Source: an optimization exercise on an open RTL-to-GDS flow (aim: small area, a short achievable clock period and few clock cycles). Production flows keep margins and buffers that such runs may drop. Only simulation tests tie the RTL to the original design; equivalence was not proved. No activity file was given, so power comes from the tool's default toggle rates.

== run 1 ==
Design CONV, start of the top module:
module CONV(
  input             clk,
  input             reset,
  output reg        busy,
  input             ready,
  output reg [11:0] iaddr,
  input      [19:0] idata,
  output reg        cwr,
  output reg [11:0] caddr_wr,
  output reg [19:0] cdata_wr,
  output            crd,
  output reg [11:0] caddr_rd,
  input      [19:0] cdata_rd,
  output reg [2:0]  csel
);
export LEC_CHECK = 0
export CAP_MARGIN = 20
export CORE_MARGIN = 2
export CORE_UTILIZATION = 40
export CTS_BUF_LIST = sky130_fd_sc_hd__clkbuf_16
export CTS_CLUSTER_DIAMETER = 100
export CTS_CLUSTER_SIZE = 25
export PLACE_DENSITY = 0.75
export SLEW_MARGIN = 20
export SETUP_SLACK_MARGIN = 5.4
create_clock -name core_clock -period 9.0 [get_ports {clk}]
standard.sh (not shown) runs the stock make flow with config.mk's settings and CLKGATE_MAP_FILE= SYNTH_SCRIPT=/design/flow/synth_recipe.tcl, a recipe that flattens the netlist after the stock synthesis.
==> flow/flow/run.sh <==
#!/bin/bash
set -e
cfg="${FLOW_CONFIG:-config.mk}"
if grep -q '^export SETUP_SLACK_MARGIN' "$cfg"; then
  sed -i 's/^export SETUP_SLACK_MARGIN.*/export SETUP_SLACK_MARGIN = 5.4/' "$cfg"
else
  echo 'export SETUP_SLACK_MARGIN = 5.4' >> "$cfg"
fi
grep -n SETUP_SLACK_MARGIN "$cfg" > run_config.log
bash standard.sh > standard.log 2>&1
Run 1 finished end to end and its layout was clean on timing, DRC and antenna.
Testbench counts of run 1, summed over its fixed seeds: cycles 73,806.
Setup changes, run 1 to run 2
- PLACE_DENSITY: 0.75 -> unset
### Flow results
Taking run 2 over run 1, the pin count of the biggest net entering global routing ratio works out to 0.938.
Buffering stage count on the worst path with inverters included: run 2 vs run 1 down 1
Run 2 vs. run 1: final-layout fill cell count now larger, number of multi-input logic gates comparable.
Relative to run 2, the following input files were edited for run 3:
- a deleted CTS_CLUSTER_DIAMETER that had been 100
- a deleted CTS_CLUSTER_SIZE that had been 25
- a change of SETUP_SLACK_MARGIN from 5.4 to 5.0
- a deleted CTS_BUF_LIST that had been sky130_fd_sc_hd__clkbuf_16
==> flow/run.sh (new file) <==
#!/bin/bash
# synth_recipe.tcl (not shown) runs the flow's synth.tcl, then flattens the netlist and writes it again
# the make line also repeats each setting of config.mk as NAME=value (left out here)
make -C /OpenROAD-flow-scripts/flow DESIGN_CONFIG=/design/flow/config.mk WORK_HOME=/design/flow/orfs CLKGATE_MAP_FILE= SYNTH_SCRIPT=/design/flow/synth_recipe.tcl finish
removed: flow/flow/run.sh
removed: flow/standard.sh
--- outcome ---
Relative to run 2, run 3 degrades clock power. Taking run 2 as the reference, in run 3 number of antenna violations at the first check in global routing rose 1, data arrival at the endpoint of the critical path rose by 0.36 ns.
For run 4, these inputs were changed with respect to run 3:
- changing SETUP_SLACK_MARGIN from 5.0 to 5.4
- changing CORE_UTILIZATION from 40 to 55
- setting CTS_CLUSTER_DIAMETER to 100 for the first time
- setting CTS_BUF_LIST to sky130_fd_sc_hd__clkbuf_16 for the first time
- setting CTS_CLUSTER_SIZE to 25 for the first time
==> flow/flow/run.sh (new file) <==
#!/bin/bash
set -e
cfg="${FLOW_CONFIG:-config.mk}"
if grep -q '^export SETUP_SLACK_MARGIN' "$cfg"; then
  sed -i 's/^export SETUP_SLACK_MARGIN.*/export SETUP_SLACK_MARGIN = 5.4/' "$cfg"
else
  echo 'export SETUP_SLACK_MARGIN = 5.4' >> "$cfg"
fi
grep -n SETUP_SLACK_MARGIN "$cfg" > run_config.log
bash standard.sh > standard.log 2>&1
==> flow/standard.sh (new file) <==
#!/bin/bash
# synth_recipe.tcl (not shown) runs the flow's synth.tcl, then flattens the netlist and writes it again
# the make line also repeats each setting of config.mk as NAME=value (left out here)
make -C /OpenROAD-flow-scripts/flow DESIGN_CONFIG=/design/flow/config.mk WORK_HOME=/design/flow/orfs CLKGATE_MAP_FILE= SYNTH_SCRIPT=/design/flow/synth_recipe.tcl "${@:-finish}"
removed: flow/run.sh
### Flow results
When run 4 is set beside run 3, its final standard cell count with taps included and fillers excluded turns out to be 606 smaller. Area: run 4 vs run 3 -> run 4 smaller. Of run 4 and run 3, it is run 4 that has the higher setup slack of the critical path after layout. On total of endpoints with negative setup slack in the final report, run 4 tracks run 3 almost exactly. Summary: with run 3 as the reference, switching power of the nets in run 4 moved down by more than 10%. Run 4 against run 3: count of fill cells added during filler insertion decreased about 35%; die footprint went down; total wirelength of the detailed-routed design now sits higher; average wire per cell in the routed design saw an increase; layout cell share with drive strength beyond 1 increased 1.1 points.
diff inputs: run 4 => run 5
- SETUP_SLACK_MARGIN changed from 5.4 to 5.0
- CORE_UTILIZATION changed from 55 to 40
==> flow/run.sh (new file) <==
#!/bin/bash
# synth_recipe.tcl (not shown) runs the flow's synth.tcl, then flattens the netlist and writes it again
# the make line also repeats each setting of config.mk as NAME=value (left out here)
make -C /OpenROAD-flow-scripts/flow DESIGN_CONFIG=/design/flow/config.mk WORK_HOME=/design/flow/orfs CLKGATE_MAP_FILE= SYNTH_SCRIPT=/design/flow/synth_recipe.tcl finish
removed: flow/flow/run.sh
removed: flow/standard.sh
## What came out
- Run 4 reports its slowest stage cell on the critical path as fa_1 while run 5 reports a221oi_1.
- Row part of the total power dissipated in combinational logic: run 5 lower / run 4 higher
- On wire length after detailed routing, run 5 does better than run 4.
- STATUS design area: run 5 wins against run 4
- Fraction of the core area covered by cells at the end of the flow for run 5: 17 points down relative to run 4
- Run 5 against run 4: clock network power increased by about 2% relative to the old numbers, final cell count rose 489.
- From run 4 to run 5 the numbers moved as follows: final hold slack fell 0.011 ns; TritonCTS buffer count increased 1.
- Run 5: count of cells along the worst register-to-register path lower than run 4
- For number of DRC markers after the initial detailed-route iteration, dividing the value from run 4 by the value from run 5 gives 1.06.
- The critical path capture point comes out F169r[27]$_DFF_P_ in one run and CS0[13]$_DFF_P_ in the other, namely in run 4 and run 5 respectively.

[afterwards: timing with drivers on the ports]
Ports are ideal in the flow. The routed layouts listed here were re-timed in OpenROAD. Step 1: set_driving_cell puts a clkbuf_16 on clk and a buf_2 on each other input, an assumption about the parent block. Step 2 moves the port delays by t, midway between the first and last clock arrival at a register: inputs arrive t later, outputs are due t later. That takes back most of the time a late clock gives input paths. Slacks: ideal ports / drivers / drivers and shift; pairs: ideal ports / drivers.
| run | t (ns) | setup WS [ns] | slew at the worst register clock pin (ns) | pins driven straight from the clock port |
|---|---|---|---|---|
| run 1 | 0.778 | 5.117 / 5.117 / 4.652 | 0.12 / 0.12 | 1 |
| run 2 | 0.789 | 5.250 / 5.297 / 4.508 | 0.12 / 0.12 | 1 |
| run 3 | 0.840 | 5.075 / 5.075 / 4.312 | 0.07 / 0.07 | 1 |
| run 4 | 0.774 | 5.219 / 5.219 / 4.559 | 0.11 / 0.11 | 1 |
| run 5 | 0.776 | 5.047 / 5.047 / 4.355 | 0.12 / 0.12 | 1 |
After both steps every run listed still meets setup and hold. The setup slack of run 3, which loses most, moves by 0.000 ns with the drivers and by -0.763 ns with both steps.
